This is an optimization exercise on Yosys and OpenROAD, whose aim is small area and a short achievable clock period, not a production implementation.
Function was not checked in any run shown here: the RTL went through the layout flow alone.
No activity file was given, so power comes from the tool's default toggle rates.

## flow/design.v (module list and top-level ports; edited modules follow where they fit)
// module user_logic: 1214 lines
// module fa: 4 lines
// module rdmux8: 6 lines
module user_logic
(
  Bus2IP_Clk,
  Bus2IP_Reset,
  Bus2IP_Data,
  Bus2IP_BE,
  Bus2IP_RdCE,
  Bus2IP_WrCE,
  IP2Bus_Data,
  IP2Bus_RdAck,
  IP2Bus_WrAck,
  IP2Bus_Error
);
  // ...
==> flow/flow/run.sh <==
#!/bin/bash
# The standard layout, with every input and output port buffered by
# sky130_fd_sc_hd__buf_2 (buffer_ports' -buffer_cell) instead of the cell
# buffer_ports picks by itself, and the buffers ABC put in at synthesis
# removed at floorplan (REMOVE_ABC_BUFFERS) so repair_design re-buffers only
# where needed. Everything else is the standard flow.
set -euo pipefail
bash standard.sh "BUFFER_PORTS_ARGS=-buffer_cell sky130_fd_sc_hd__buf_2" REMOVE_ABC_BUFFERS=1 finish > standard.log 2>&1
==> flow/standard.sh <==
#!/bin/bash
# synth_recipe.tcl (not shown) runs the flow's synth.tcl, then flattens the netlist and writes it again
# the make line also repeats each setting of config.mk as NAME=value (left out here)
make -C /OpenROAD-flow-scripts/flow DESIGN_CONFIG=/design/flow/config.mk WORK_HOME=/design/flow/orfs CLKGATE_MAP_FILE= SYNTH_SCRIPT=/design/flow/synth_recipe.tcl "${@:-finish}"
==> flow/config.mk <==
export PLATFORM = sky130hd
export DESIGN_NAME = user_logic
export DESIGN_NICKNAME = user_logic
export VERILOG_FILES = /design/flow/design.v
export SDC_FILE = /design/flow/constraint.sdc
export NUM_CORES = 4
export LEC_CHECK = 0
export ABC_AREA = 1
export CAP_MARGIN = 20
export CORE_MARGIN = 2
export CORE_UTILIZATION = 40
export CTS_BUF_LIST = sky130_fd_sc_hd__clkbuf_4 sky130_fd_sc_hd__clkbuf_8
export SETUP_SLACK_MARGIN = 4.3
export SLEW_MARGIN = 20
export SYNTH_HIERARCHICAL = 1
export SYNTH_MINIMUM_KEEP_SIZE = 0
export TNS_END_PERCENT = 5
==> flow/constraint.sdc <==
create_clock -name core_clock -period 8.5 [get_ports {Bus2IP_Clk}]
set_input_delay 1.7000 -clock core_clock [delete_from_list [all_inputs] [get_ports {Bus2IP_Clk}]]
set_output_delay 1.7000 -clock core_clock [all_outputs]
set_load 0.01 [all_outputs]
==> impl_metrics.sql, run 1 <==
INSERT INTO impl_metrics (metric_group, metric, value, unit) VALUES
('outcome', 'status', 'complete, no violations', ''),
('cells_and_area', 'layout.cells.most_common', 'sky130_fd_sc_hd__xor2_1', ''),
('worst_setup_path', 'critical_path.slowest_cell', 'sky130_fd_sc_hd__nor2_4', ''),
('min_path', 'holdCritPathClass', 'reg2reg', ''),
('floorplanning', 'die-height', '201', 'um'),
('worst_setup_path', 'ff_to_ff_end', 't29_1', ''),
('worst_setup_path', 'timing.critical_path.from_type', 'input port', ''),
('global_route', 'grt_max_degree', '67', ''),
('power', 'post-layout-total-power', '0.00207', 'W'),
('synth', 'synth_top_family_by_area', 'adder cells', ''),
('global_route', 'antenna_found_initial', '0', ''),
('cts', 'postCtsResizedCells', '48', ''),
('min_path', 'hp-start', 't1_0', ''),
('detailed_routing', 'detailroute.wirelength.met2', '22400', 'um'),
('placed_design', 'dpl.hpwl', '33200', 'um'),
('timing', 'peak_clock_frequency_supported_by_timing', '236', 'MHz'),
('detailed_routing', 'route.top_layer_used', 'met4', ''),
('cells_and_area', 'clockBufferCount', '17', ''),
('cells_and_area', 'layout.sequential_cells', '156', ''),
('worst_setup_path', 'timing.reg2reg.setup_slack', '4.32', 'ns'),
('cells_and_area', 'multi_input_area_share', '68.1', '%'),
('cts', 'ctsHoldBuffers', '0', ''),
('worst_setup_path', 'timing.critical_path.arrival', '2.54', 'ns'),
('global_route', 'global_route.overflow_total', '0', ''),
('placed_design', 'place_congestion', '0.880', ''),
('synth', 'synth.largest_area_cell', 'sky130_fd_sc_hd__fa_1', ''),
('global_route', 'first_global_vias', '13000', ''),
('synth', 'ys_seq_elements', '156', ''),
('synth', 'synth_area_per_cell', '9.48', 'um2'),
('synth', 'post-synth-top-area-fraction', '30.0', '%'),
('synth', 'synth_compound_gate_area_share', '14.9', '%'),
('floorplanning', 'design.core.area', '0.0386', 'mm2'),
('floorplanning', 'io_pins', '79', ''),
('detailed_routing', 'postRouteAntennaNets', '0', ''),
('synth', 'synth.yosys.warnings', '7', ''),
('worst_setup_path', 'timing.reg2reg.worst_path_depth', '10', ''),
('worst_setup_path', 'worst_setup_path_endpoint', 'IP2Bus_Data[0]', ''),
('synth', 'post_synth_mux_area_share', '1.13', '%'),
('global_route', 'groute.layer.met1.usage', '34.0', '%'),
('cells_and_area', 'multi_input_comb_area', '0.0116', 'mm2'),
('power', 'power_density', '122', 'mW/mm2'),
('timing', 'finalSetupViolations', '0', '');
==> run 2: changes to the inputs <==
--- a/flow/design.v
+++ b/flow/design.v
@@ -820,86 +820,56 @@
   wire log4_4 = c2 & s3;
   wire lop4 = c2 ^ s3;
   wire log5_5 = s7 & 1'b0;
   wire lop5 = s7 ^ 1'b0;
   wire log6_6 = c8 & s11;
   wire lop6 = c8 ^ s11;
   wire log7_7 = s17 & 1'b0;
   wire lop7 = s17 ^ 1'b0;
-  wire log8_8 = c18 & s23;
-  wire lop8 = c18 ^ s23;
-  wire log9_9 = s31 & 1'b0;
-  wire lop9 = s31 ^ 1'b0;
-  wire log10_10 = c32 & s39;
-  wire lop10 = c32 ^ s39;
-  wire log11_11 = s49 & 1'b0;
-  wire lop11 = s49 ^ 1'b0;
   wire log1_0 = log1_1 | (lop1 & log0_0);
   wire loP1_0 = lop1 & lop0;
   wire log2_0 = log2_2 | (lop2 & log1_0);
   wire loP2_0 = lop2 & loP1_0;
   wire log3_0 = log3_3 | (lop3 & log2_0);
   wire loP3_0 = lop3 & loP2_0;
-  wire log5_4 = log5_5 | (lop5 & log4_4);
-  wire loP5_4 = lop5 & lop4;
-  wire log6_4 = log6_6 | (lop6 & log5_4);
-  wire loP6_4 = lop6 & loP5_4;
-  wire log7_4 = log7_7 | (lop7 & log6_4);
-  wire loP7_4 = lop7 & loP6_4;
-  wire log9_8 = log9_9 | (lop9 & log8_8);
-  wire loP9_8 = lop9 & lop8;
-  wire log10_8 = log10_10 | (lop10 & log9_8);
-  wire loP10_8 = lop10 & loP9_8;
-  wire log11_8 = log11_11 | (lop11 & log10_8);
-  wire loP11_8 = lop11 & loP10_8;
-  wire log7_0 = log7_4 | (loP7_4 & log3_0);
-  wire loP7_0 = loP7_4 & loP3_0;
-  wire log11_0 = log11_8 | (loP11_8 & log7_0);
-  wire loP11_0 = loP11_8 & loP7_0;
   wire log4_0 = log4_4 | (lop4 & log3_0);
   wire loP4_0 = lop4 & loP3_0;
-  wire log5_0 = log5_4 | (loP5_4 & log3_0);
-  wire loP5_0 = loP5_4 & loP3_0;
-  wire log6_0 = log6_4 | (loP6_4 & log3_0);
-  wire loP6_0 = loP6_4 & loP3_0;
-  wire log8_0 = log8_8 | (lop8 & log7_0);
-  wire loP8_0 = lop8 & loP7_0;
-  wire log9_0 = log9_8 | (loP9_8 & log7_0);
-  wire loP9_0 = loP9_8 & loP7_0;
-  wire log10_0 = log10_8 | (loP10_8 & log7_0);
-  wire loP10_0 = loP10_8 & loP7_0;
+  wire log5_0 = log5_5 | (lop5 & log4_0);
+  wire loP5_0 = lop5 & loP4_0;
+  wire log6_0 = log6_6 | (lop6 & log5_0);
+  wire loP6_0 = lop6 & loP5_0;
+  wire log7_0 = log7_7 | (lop7 & log6_0);
+  wire loP7_0 = lop7 & loP6_0;
   wire lsum0 = lop0;
   wire lsum1 = lop1 ^ log0_0;
   wire lsum2 = lop2 ^ log1_0;
   wire lsum3 = lop3 ^ log2_0;
   wire lsum4 = lop4 ^ log3_0;
   wire lsum5 = lop5 ^ log4_0;
   wire lsum6 = lop6 ^ log5_0;
   wire lsum7 = lop7 ^ log6_0;
-  wire lsum8 = lop8 ^ log7_0;
-  wire lsum9 = lop9 ^ log8_0;
-  wire lsum10 = lop10 ^ log9_0;
-  wire lsum11 = lop11 ^ log10_0;
-  wire lcout = log11_0;
+  wire lcout = log7_0;
   reg t0_0;
   reg t1_0;
   reg t2_0;
   reg t3_0;
   reg t4_0;
   reg t5_0;
   reg t6_0;
   reg t7_0;
   reg t8_0;
+  reg t8_1;
+  reg t8_2;
   reg t9_0;
   reg t10_0;
+  reg t10_1;
   reg t11_0;
   reg t12_0;
   reg t12_1;
-  reg t12_2;
   reg t13_0;
   reg t14_0;
   reg t14_1;
   reg t15_0;
   reg t16_0;
   reg t16_1;
   reg t17_0;
   reg t17_1;
@@ -942,23 +912,25 @@
     t0_0 <= lsum0;
     t1_0 <= lsum1;
     t2_0 <= lsum2;
     t3_0 <= lsum3;
     t4_0 <= lsum4;
     t5_0 <= lsum5;
     t6_0 <= lsum6;
     t7_0 <= lsum7;
-    t8_0 <= lsum8;
-    t9_0 <= lsum9;
-    t10_0 <= lsum10;
-    t11_0 <= lsum11;
+    t8_0 <= c18;
+    t8_1 <= s23;
+    t8_2 <= lcout;
+    t9_0 <= s31;
+    t10_0 <= c32;
+    t10_1 <= s39;
+    t11_0 <= s49;
     t12_0 <= c50;
     t12_1 <= s59;
-    t12_2 <= lcout;
     t13_0 <= s71;
     t14_0 <= c72;
     t14_1 <= s83;
     t15_0 <= s97;
     t16_0 <= c98;
     t16_1 <= s111;
     t17_0 <= s123;
     t17_1 <= s125;
@@ -994,17 +966,17 @@
     t30_0 <= s393;
     t30_1 <= c370;
     t30_2 <= s395;
     t31_0 <= s408;
     t31_1 <= c396;
     t31_2 <= s409;
   end
   wire s410, c411;
-  fa us410 (.a(t12_0), .b(t12_1), .c(t12_2), .s(s410), .co(c411));
+  fa us410 (.a(t8_0), .b(t8_1), .c(t8_2), .s(s410), .co(c411));
   wire s412, c413;
   fa us412 (.a(t17_0), .b(t17_1), .c(t17_2), .s(s412), .co(c413));
   wire s414, c415;
   fa us414 (.a(t19_0), .b(t19_1), .c(t19_2), .s(s414), .co(c415));
   wire s416, c417;
   fa us416 (.a(t21_0), .b(t21_1), .c(t21_2), .s(s416), .co(c417));
   wire s418, c419;
   fa us418 (.a(t22_0), .b(t22_1), .c(t22_2), .s(s418), .co(c419));
@@ -1037,28 +1009,28 @@
   wire adg4_4 = t4_0 & 1'b0;
   wire adp4 = t4_0 ^ 1'b0;
   wire adg5_5 = t5_0 & 1'b0;
   wire adp5 = t5_0 ^ 1'b0;
   wire adg6_6 = t6_0 & 1'b0;
   wire adp6 = t6_0 ^ 1'b0;
   wire adg7_7 = t7_0 & 1'b0;
   wire adp7 = t7_0 ^ 1'b0;
-  wire adg8_8 = t8_0 & 1'b0;
-  wire adp8 = t8_0 ^ 1'b0;
-  wire adg9_9 = t9_0 & 1'b0;
-  wire adp9 = t9_0 ^ 1'b0;
-  wire adg10_10 = t10_0 & 1'b0;
-  wire adp10 = t10_0 ^ 1'b0;
+  wire adg8_8 = s410 & 1'b0;
+  wire adp8 = s410 ^ 1'b0;
+  wire adg9_9 = t9_0 & c411;
+  wire adp9 = t9_0 ^ c411;
+  wire adg10_10 = t10_0 & t10_1;
+  wire adp10 = t10_0 ^ t10_1;
   wire adg11_11 = t11_0 & 1'b0;
   wire adp11 = t11_0 ^ 1'b0;
-  wire adg12_12 = s410 & 1'b0;
-  wire adp12 = s410 ^ 1'b0;
-  wire adg13_13 = t13_0 & c411;
-  wire adp13 = t13_0 ^ c411;
+  wire adg12_12 = t12_0 & t12_1;
+  wire adp12 = t12_0 ^ t12_1;
+  wire adg13_13 = t13_0 & 1'b0;
+  wire adp13 = t13_0 ^ 1'b0;
   wire adg14_14 = t14_0 & t14_1;
   wire adp14 = t14_0 ^ t14_1;
   wire adg15_15 = t15_0 & 1'b0;
   wire adp15 = t15_0 ^ 1'b0;
   wire adg16_16 = t16_0 & t16_1;
   wire adp16 = t16_0 ^ t16_1;
   wire adg17_17 = s412 & 1'b0;
   wire adp17 = s412 ^ 1'b0;
@@ -1091,114 +1063,114 @@
   wire adg31_31 = c435 & s436;
   wire adp31 = c435 ^ s436;
   wire adg1_0 = adg1_1 | (adp1 & adg0_0);
   wire adP1_0 = adp1 & adp0;
   wire adg2_0 = adg2_2 | (adp2 & adg1_0);
   wire adP2_0 = adp2 & adP1_0;
   wire adg3_0 = adg3_3 | (adp3 & adg2_0);
   wire adP3_0 = adp3 & adP2_0;
-  wire adg5_4 = adg5_5 | (adp5 & adg4_4);
-  wire adP5_4 = adp5 & adp4;
-  wire adg6_4 = adg6_6 | (adp6 & adg5_4);
-  wire adP6_4 = adp6 & adP5_4;
-  wire adg7_4 = adg7_7 | (adp7 & adg6_4);
-  wire adP7_4 = adp7 & adP6_4;
+  wire adg4_0 = adg4_4 | (adp4 & adg3_0);
+  wire adP4_0 = adp4 & adP3_0;
+  wire adg5_0 = adg5_5 | (adp5 & adg4_0);
+  wire adP5_0 = adp5 & adP4_0;
+  wire adg6_0 = adg6_6 | (adp6 & adg5_0);
+  wire adP6_0 = adp6 & adP5_0;
+  wire adg7_0 = adg7_7 | (adp7 & adg6_0);
+  wire adP7_0 = adp7 & adP6_0;
   wire adg9_8 = adg9_9 | (adp9 & adg8_8);
   wire adP9_8 = adp9 & adp8;
   wire adg10_8 = adg10_10 | (adp10 & adg9_8);
   wire adP10_8 = adp10 & adP9_8;
   wire adg11_8 = adg11_11 | (adp11 & adg10_8);
   wire adP11_8 = adp11 & adP10_8;
-  wire adg13_12 = adg13_13 | (adp13 & adg12_12);
-  wire adP13_12 = adp13 & adp12;
-  wire adg14_12 = adg14_14 | (adp14 & adg13_12);
-  wire adP14_12 = adp14 & adP13_12;
-  wire adg15_12 = adg15_15 | (adp15 & adg14_12);
-  wire adP15_12 = adp15 & adP14_12;
+  wire adg12_8 = adg12_12 | (adp12 & adg11_8);
+  wire adP12_8 = adp12 & adP11_8;
+  wire adg13_8 = adg13_13 | (adp13 & adg12_8);
+  wire adP13_8 = adp13 & adP12_8;
+  wire adg14_8 = adg14_14 | (adp14 & adg13_8);
+  wire adP14_8 = adp14 & adP13_8;
+  wire adg15_8 = adg15_15 | (adp15 & adg14_8);
+  wire adP15_8 = adp15 & adP14_8;
   wire adg17_16 = adg17_17 | (adp17 & adg16_16);
   wire adP17_16 = adp17 & adp16;
   wire adg18_16 = adg18_18 | (adp18 & adg17_16);
   wire adP18_16 = adp18 & adP17_16;
   wire adg19_16 = adg19_19 | (adp19 & adg18_16);
   wire adP19_16 = adp19 & adP18_16;
-  wire adg21_20 = adg21_21 | (adp21 & adg20_20);
-  wire adP21_20 = adp21 & adp20;
-  wire adg22_20 = adg22_22 | (adp22 & adg21_20);
-  wire adP22_20 = adp22 & adP21_20;
-  wire adg23_20 = adg23_23 | (adp23 & adg22_20);
-  wire adP23_20 = adp23 & adP22_20;
+  wire adg20_16 = adg20_20 | (adp20 & adg19_16);
+  wire adP20_16 = adp20 & adP19_16;
+  wire adg21_16 = adg21_21 | (adp21 & adg20_16);
+  wire adP21_16 = adp21 & adP20_16;
+  wire adg22_16 = adg22_22 | (adp22 & adg21_16);
+  wire adP22_16 = adp22 & adP21_16;
+  wire adg23_16 = adg23_23 | (adp23 & adg22_16);
+  wire adP23_16 = adp23 & adP22_16;
   wire adg25_24 = adg25_25 | (adp25 & adg24_24);
   wire adP25_24 = adp25 & adp24;
   wire adg26_24 = adg26_26 | (adp26 & adg25_24);
   wire adP26_24 = adp26 & adP25_24;
   wire adg27_24 = adg27_27 | (adp27 & adg26_24);
   wire adP27_24 = adp27 & adP26_24;
-  wire adg29_28 = adg29_29 | (adp29 & adg28_28);
-  wire adP29_28 = adp29 & adp28;
-  wire adg30_28 = adg30_30 | (adp30 & adg29_28);
-  wire adP30_28 = adp30 & adP29_28;
-  wire adg31_28 = adg31_31 | (adp31 & adg30_28);
-  wire adP31_28 = adp31 & adP30_28;
-  wire adg7_0 = adg7_4 | (adP7_4 & adg3_0);
-  wire adP7_0 = adP7_4 & adP3_0;
-  wire adg11_0 = adg11_8 | (adP11_8 & adg7_0);
-  wire adP11_0 = adP11_8 & adP7_0;
-  wire adg15_0 = adg15_12 | (adP15_12 & adg11_0);
-  wire adP15_0 = adP15_12 & adP11_0;
-  wire adg19_0 = adg19_16 | (adP19_16 & adg15_0);
-  wire adP19_0 = adP19_16 & adP15_0;
-  wire adg23_0 = adg23_20 | (adP23_20 & adg19_0);
-  wire adP23_0 = adP23_20 & adP19_0;
-  wire adg27_0 = adg27_24 | (adP27_24 & adg23_0);
-  wire adP27_0 = adP27_24 & adP23_0;
-  wire adg31_0 = adg31_28 | (adP31_28 & adg27_0);
-  wire adP31_0 = adP31_28 & adP27_0;
-  wire adg4_0 = adg4_4 | (adp4 & adg3_0);
-  wire adP4_0 = adp4 & adP3_0;
-  wire adg5_0 = adg5_4 | (adP5_4 & adg3_0);
-  wire adP5_0 = adP5_4 & adP3_0;
-  wire adg6_0 = adg6_4 | (adP6_4 & adg3_0);
-  wire adP6_0 = adP6_4 & adP3_0;
+  wire adg28_24 = adg28_28 | (adp28 & adg27_24);
+  wire adP28_24 = adp28 & adP27_24;
+  wire adg29_24 = adg29_29 | (adp29 & adg28_24);
+  wire adP29_24 = adp29 & adP28_24;
+  wire adg30_24 = adg30_30 | (adp30 & adg29_24);
+  wire adP30_24 = adp30 & adP29_24;
+  wire adg31_24 = adg31_31 | (adp31 & adg30_24);
+  wire adP31_24 = adp31 & adP30_24;
+  wire adg15_0 = adg15_8 | (adP15_8 & adg7_0);
+  wire adP15_0 = adP15_8 & adP7_0;
+  wire adg23_0 = adg23_16 | (adP23_16 & adg15_0);
+  wire adP23_0 = adP23_16 & adP15_0;
+  wire adg31_0 = adg31_24 | (adP31_24 & adg23_0);
+  wire adP31_0 = adP31_24 & adP23_0;
   wire adg8_0 = adg8_8 | (adp8 & adg7_0);
   wire adP8_0 = adp8 & adP7_0;
   wire adg9_0 = adg9_8 | (adP9_8 & adg7_0);
   wire adP9_0 = adP9_8 & adP7_0;
   wire adg10_0 = adg10_8 | (adP10_8 & adg7_0);
   wire adP10_0 = adP10_8 & adP7_0;
-  wire adg12_0 = adg12_12 | (adp12 & adg11_0);
-  wire adP12_0 = adp12 & adP11_0;
-  wire adg13_0 = adg13_12 | (adP13_12 & adg11_0);
-  wire adP13_0 = adP13_12 & adP11_0;
-  wire adg14_0 = adg14_12 | (adP14_12 & adg11_0);
-  wire adP14_0 = adP14_12 & adP11_0;
+  wire adg11_0 = adg11_8 | (adP11_8 & adg7_0);
+  wire adP11_0 = adP11_8 & adP7_0;
+  wire adg12_0 = adg12_8 | (adP12_8 & adg7_0);
+  wire adP12_0 = adP12_8 & adP7_0;
+  wire adg13_0 = adg13_8 | (adP13_8 & adg7_0);
+  wire adP13_0 = adP13_8 & adP7_0;
+  wire adg14_0 = adg14_8 | (adP14_8 & adg7_0);
+  wire adP14_0 = adP14_8 & adP7_0;
   wire adg16_0 = adg16_16 | (adp16 & adg15_0);
   wire adP16_0 = adp16 & adP15_0;
   wire adg17_0 = adg17_16 | (adP17_16 & adg15_0);
   wire adP17_0 = adP17_16 & adP15_0;
   wire adg18_0 = adg18_16 | (adP18_16 & adg15_0);
   wire adP18_0 = adP18_16 & adP15_0;
-  wire adg20_0 = adg20_20 | (adp20 & adg19_0);
-  wire adP20_0 = adp20 & adP19_0;
-  wire adg21_0 = adg21_20 | (adP21_20 & adg19_0);
-  wire adP21_0 = adP21_20 & adP19_0;
-  wire adg22_0 = adg22_20 | (adP22_20 & adg19_0);
-  wire adP22_0 = adP22_20 & adP19_0;
+  wire adg19_0 = adg19_16 | (adP19_16 & adg15_0);
+  wire adP19_0 = adP19_16 & adP15_0;
+  wire adg20_0 = adg20_16 | (adP20_16 & adg15_0);
+  wire adP20_0 = adP20_16 & adP15_0;
+  wire adg21_0 = adg21_16 | (adP21_16 & adg15_0);
+  wire adP21_0 = adP21_16 & adP15_0;
+  wire adg22_0 = adg22_16 | (adP22_16 & adg15_0);
+  wire adP22_0 = adP22_16 & adP15_0;
   wire adg24_0 = adg24_24 | (adp24 & adg23_0);
   wire adP24_0 = adp24 & adP23_0;
   wire adg25_0 = adg25_24 | (adP25_24 & adg23_0);
   wire adP25_0 = adP25_24 & adP23_0;
   wire adg26_0 = adg26_24 | (adP26_24 & adg23_0);
   wire adP26_0 = adP26_24 & adP23_0;
-  wire adg28_0 = adg28_28 | (adp28 & adg27_0);
-  wire adP28_0 = adp28 & adP27_0;
-  wire adg29_0 = adg29_28 | (adP29_28 & adg27_0);
-  wire adP29_0 = adP29_28 & adP27_0;
-  wire adg30_0 = adg30_28 | (adP30_28 & adg27_0);
-  wire adP30_0 = adP30_28 & adP27_0;
+  wire adg27_0 = adg27_24 | (adP27_24 & adg23_0);
+  wire adP27_0 = adP27_24 & adP23_0;
+  wire adg28_0 = adg28_24 | (adP28_24 & adg23_0);
+  wire adP28_0 = adP28_24 & adP23_0;
+  wire adg29_0 = adg29_24 | (adP29_24 & adg23_0);
+  wire adP29_0 = adP29_24 & adP23_0;
+  wire adg30_0 = adg30_24 | (adP30_24 & adg23_0);
+  wire adP30_0 = adP30_24 & adP23_0;
   wire [31:0] psum = {(adp31 ^ adg30_0), (adp30 ^ adg29_0), (adp29 ^ adg28_0), (adp28 ^ adg27_0), (adp27 ^ adg26_0), (adp26 ^ adg25_0), (adp25 ^ adg24_0), (adp24 ^ adg23_0), (adp23 ^ adg22_0), (adp22 ^ adg21_0), (adp21 ^ adg20_0), (adp20 ^ adg19_0), (adp19 ^ adg18_0), (adp18 ^ adg17_0), (adp17 ^ adg16_0), (adp16 ^ adg15_0), (adp15 ^ adg14_0), (adp14 ^ adg13_0), (adp13 ^ adg12_0), (adp12 ^ adg11_0), (adp11 ^ adg10_0), (adp10 ^ adg9_0), (adp9 ^ adg8_0), (adp8 ^ adg7_0), (adp7 ^ adg6_0), (adp6 ^ adg5_0), (adp5 ^ adg4_0), (adp4 ^ adg3_0), (adp3 ^ adg2_0), (adp2 ^ adg1_0), (adp1 ^ adg0_0), (adp0)};
   wire [31:0] pnext = psum;
   reg r2z;
   always @(posedge Bus2IP_Clk) r2z <= Bus2IP_Reset | rst_d;
   always @(posedge Bus2IP_Clk) begin
     rst_d <= Bus2IP_Reset;
     for (k = 0; k < 32; k = k + 1)
       slv_reg2[k] <= pnext[31-k];
==> run 2 against run 1 <==
Clock-buffer cell count up 2. Global-route usage down 0.46 points. Combinational power up 9.8%. Final area up 4.2%. Critical path type unchanged. Clock power up 4.1%. Still clean. Sequential share of layout area down 0.52 points. Non-clock buffer count up 23. Utilization up 0.51 points. Register-to-register slack better by 0.03 ns. Synthesized cell count down 0.30%. Critical path depth unchanged. Maximum frequency up 0.31%. Largest cell class unchanged.
==> impl_metrics.sql, run 2 <==
INSERT INTO impl_metrics (metric_group, metric, value, unit) VALUES
('power', 'power_density', '122', 'mW/mm2'),
('global_route', 'gr-usage-all-layers', '23.8', '%'),
('cts', 'clk_pin_slew', '0.08', 'ns'),
('global_route', 'global_route.overflow_total', '0', ''),
('power', 'vdd_ir_drop_max', '0.0000757', 'V'),
('synth', 'syn_area', '0.0161', 'mm2'),
('synth', 'synth.largest_area_cell', 'sky130_fd_sc_hd__fa_1', ''),
('global_route', 'antenna_found_initial', '0', ''),
('timing', 'timing.final.hold_violations', '0', ''),
('placed_design', 'dpl.hpwl', '33400', 'um'),
('cts', 'clock_tree_from_tritoncts', 'done', ''),
('cells_and_area', 'design.final.nets', '1941', ''),
('cts', 'clock_tree.buffer_depth', '2', ''),
('worst_setup_path', 'worstPathCellList', 'buf_16, nor2_2, nand3_1, nand3_1, buf_2', ''),
('synth', 'post-synth-top-count-cell', 'sky130_fd_sc_hd__xor2_1', ''),
('placed_design', 'place.detailed.instances', '2116', ''),
('timing', 'rsz_0062_raised_after_global_routing', 'yes', ''),
('detailed_routing', 'postRouteWirelength', '51700', 'um'),
('timing', 'minimum_clock_period_after_layout', '4.23', 'ns'),
('cells_and_area', 'mostFrequentLayoutCells', 'sky130_fd_sc_hd__xor2_1, sky130_fd_sc_hd__fa_1, sky130_fd_sc_hd__o22ai_1', ''),
('cells_and_area', 'diodes', '0', ''),
('floorplanning', 'placement_rows', '73', ''),
('worst_setup_path', 'worst_setup_path_end_kind', 'primary output', ''),
('timing', 'peak_clock_frequency_supported_by_timing', '237', 'MHz'),
('detailed_routing', 'drt-vias-per-instance', '5.91', ''),
('worst_setup_path', 'critPathRequiredTime', '6.80', 'ns'),
('synth', 'async_flop_share', '0', '%'),
('timing', 'layout_worst_path_cycle_share', '49.7', '%'),
('global_route', 'first_global_vias', '12600', ''),
('synth', 'ys_top_cells_by_count', 'sky130_fd_sc_hd__xor2_1, sky130_fd_sc_hd__fa_1, sky130_fd_sc_hd__dfxtp_1', ''),
('synth', 'synth_cells', '1635', ''),
('detailed_routing', 'route.vias.total', '12900', ''),
('worst_setup_path', 'timing.critical_path.from_type', 'input port', ''),
('placed_design', 'dpl_worst_slack', '3.52', 'ns'),
('detailed_routing', 'dr_iter_0_viols', '1255', ''),
('placed_design', 'place_congestion', '0.902', ''),
('placed_design', 'place.port_buffers', '77', ''),
('power', 'power.leakage', '8.86', 'nW'),
('timing', 'worst_slew_margin_rel', '22.7', '%'),
('timing', 'finalSetupViolations', '0', ''),
('cells_and_area', 'largest_regs', 'slv_reg0 x32, slv_reg1 x32, slv_reg2 x32', ''),
('cells_and_area', 'synthToLayoutAreaGrowth', '10.5', '%'),
('floorplanning', 'start_util', '40.5', '%'),
('timing', 'setup_total_negative_slack', '0', 'ns'),
('worst_setup_path', 'max_stage_delay', '0.25', 'ns'),
('detailed_routing', 'avgRoutedWirePerCell', '23.7', 'um'),
('floorplanning', 'die-height', '204', 'um'),
('worst_setup_path', 'critical_path.n_buffers_inverters', '2', ''),
('cts', 'latest_clock_arrival_within_the_worst_skew_pair', '0.52', 'ns'),
('min_path', 'holdCritPathClass', 'reg2reg', ''),
('floorplanning', 'die_w', '204', 'um'),
('cells_and_area', 'fin_util', '44.7', '%'),
('synth', 'ys_types', '37', ''),
('timing', 'timing.clock.skew', '0.0216', 'ns'),
('global_route', 'grt_max_degree', '67', ''),
('cells_and_area', 'layout.cells.most_common', 'sky130_fd_sc_hd__xor2_1', ''),
('worst_setup_path', 'critical_path.slowest_cell', 'sky130_fd_sc_hd__nor2_2', ''),
('detailed_routing', 'drc', '0', ''),
('cts', 'clock-sinks', '158', ''),
('synth', 'post-synth-top-area-fraction', '29.0', '%'),
('timing', 'finalWorstSetupSlack', '4.27', 'ns'),
('synth', 'synth.yosys.warnings', '7', ''),
('synth', 'yosysSeqAreaShare', '19.7', '%'),
('worst_setup_path', 'crit_type', 'in2out', ''),
('global_route', 'global_route_wire_length_before_repair', '74800', 'um'),
('cts', 'cts_buffers', '17', ''),
('worst_setup_path', 'worst-path-max-fanout', '21', ''),
('synth', 'synth_area_per_cell', '9.83', 'um2'),
('floorplanning', 'io_pins', '79', ''),
('cells_and_area', 'final_layout_size_suffix_gt1_share', '20.2', '%'),
('cells_and_area', 'stdcell_count', '2186', ''),
('detailed_routing', 'postRouteAntennaNets', '0', ''),
('cts', 'root_buffer', 'sky130_fd_sc_hd__clkbuf_8', ''),
('synth', 'ys.flop_type', 'sky130_fd_sc_hd__dfxtp_1', ''),
('synth', 'synth_edf_count', '0', ''),
('run', 'max_cap_violations', '0', ''),
('worst_setup_path', 'path_common_cell', 'sky130_fd_sc_hd__nand3_1', ''),
('cts', 'ctsHoldBuffers', '0', ''),
('floorplanning', 'die_footprint', '0.0418', 'mm2'),
('timing', 'worst_slew_pin_tran', '1.16', 'ns'),
('synth', 'netlist_top_cells_area', 'sky130_fd_sc_hd__fa_1, sky130_fd_sc_hd__dfxtp_1, sky130_fd_sc_hd__xor2_1', ''),
('cts', 'h-tree-depth', '4', ''),
('synth', 'ys_seq_elements', '158', ''),
('detailed_routing', 'drtPass1Iterations', '7', ''),
('floorplanning', 'design.core.area', '0.0397', 'mm2'),
('worst_setup_path', 'critPathTopFamily', 'simple AND/OR/NAND/NOR gates', ''),
('worst_setup_path', 'timing.critical_path.arrival', '2.53', 'ns'),
('timing', 'final-max-slew-violation-count', '0', ''),
('outcome', 'status', 'complete, no violations', '');
run 2: cell count changes in the layout (fill, tap and decap cells not counted), sizes merged, moves of 2 or more:
cell,delta
clkbuf,+4
o21ai,-2
clkinv,+2
dfxtp,+2
nand2,-8
nand3,+7
mux2,-2
buf,+21
xnor2,-3
a211oi,-2
run 2: kinds of logic after synthesis:
logic type,share of synthesized area (%)
other cells,0.0233
buf+inv,6.99
xor+xnor,14.3
flops,19.7
fa+ha+maj,30.3
simple gates,10.7
mux,1.03
compound gates,17.1
run 2: Yosys stat by module (local to each module, per instance):
module,cell area [um2],flip-flops and latches
fa,20.0,0
rdmux8,224,0
user_logic,10700,158
run 2: report_power, final:
group          leakage [nW]  internal (W)  switching [W]
combinational          7.34      0.000230       0.000389
clock                 0.224      0.000312       0.000323
sequential             1.30      0.000856      0.0000630
total                  8.86       0.00140       0.000775
run 2: cell type report:
| type | count | area, um2 |
|---|---|---|
| tap | 525 | 657 |
| timing repair buffer | 133 | 1120 |
| clock buffer | 19 | 262 |
| clock inverter | 13 | 176 |
| sequential | 158 | 3180 |
| multi-input combinational | 1239 | 12000 |
| inverter | 98 | 390 |
| fill | 3806 | 22000 |
| timing repair inverter | 1 | 5.00 |
run 2: final timing paths:
kind,from,end,slack (ns),cells after the start
max reg2reg,slv_reg1[31],t18_0,4.35,8
min,t7_0,slv_reg2[24],0.33,0
min reg2reg,t7_0,slv_reg2[24],0.33,0
max,Bus2IP_RdCE[1],IP2Bus_Data[30],4.27,5
run 2: what timing repair did:
item	CTS	global route
resized for setup	28	57
pin swaps	0	10
endpoints found under the hold margin	0	0
setup buffers	3	25
setup endpoints to repair	85	62
cloned	2	8
run 2: per-layer routing:
metal  part of all wire (%)  up-vias  GRT usage [%]
met4                    5.1        0           12.6
met1                     40     6544           31.4
li1                       -     5590              -
met3                    7.5      124           3.92
met2                     47      659           37.7
met5                      0        -              0
run 2: metrics by stage:
step / total power (W) / hold slack (ns) / area (um2)
2_1_floorplan: 0.00129 / 0.310 / 15300
3_3_place_gp: 0.00151 / 0.315 / 16500
3_5_place_dp: 0.00151 / 0.318 / 16500
4_1_cts: 0.00216 / 0.338 / 17100
5_1_grt: 0.00229 / 0.348 / 17800
6_report: 0.00217 / 0.333 / 17800

==> re-timing with driven ports <==
How much do the figures lean on ideal ports? The routed layouts below were timed once more, with nothing changed but the port constraints. Step 1, drivers: a clkbuf_16 drives Bus2IP_Clk and a buf_2 each remaining input, both assumed. Step 2 times the ports against the registers' clock, not the clock port: input delays grow and output delays shrink by t, the midpoint of the rising clock arrivals with the driver on. Three values: no drivers, after step 1, after step 2; two values: the first two.
run | shift t [ns] | slack for setup (ns) | worst setup path after step 2 | clock arrival spread, ns | pins driven straight from the clock port
run 1 | 0.568 | 4.261 / 4.045 / 4.045 | input to output | 0.014 / 0.014 | 1
run 2 | 0.561 | 4.274 / 4.048 / 4.048 | input to output | 0.023 / 0.022 | 1
After both steps every run listed still meets setup and hold. The setup slack of run 2, which loses most, moves by -0.226 ns with the drivers and by -0.226 ns with both steps.
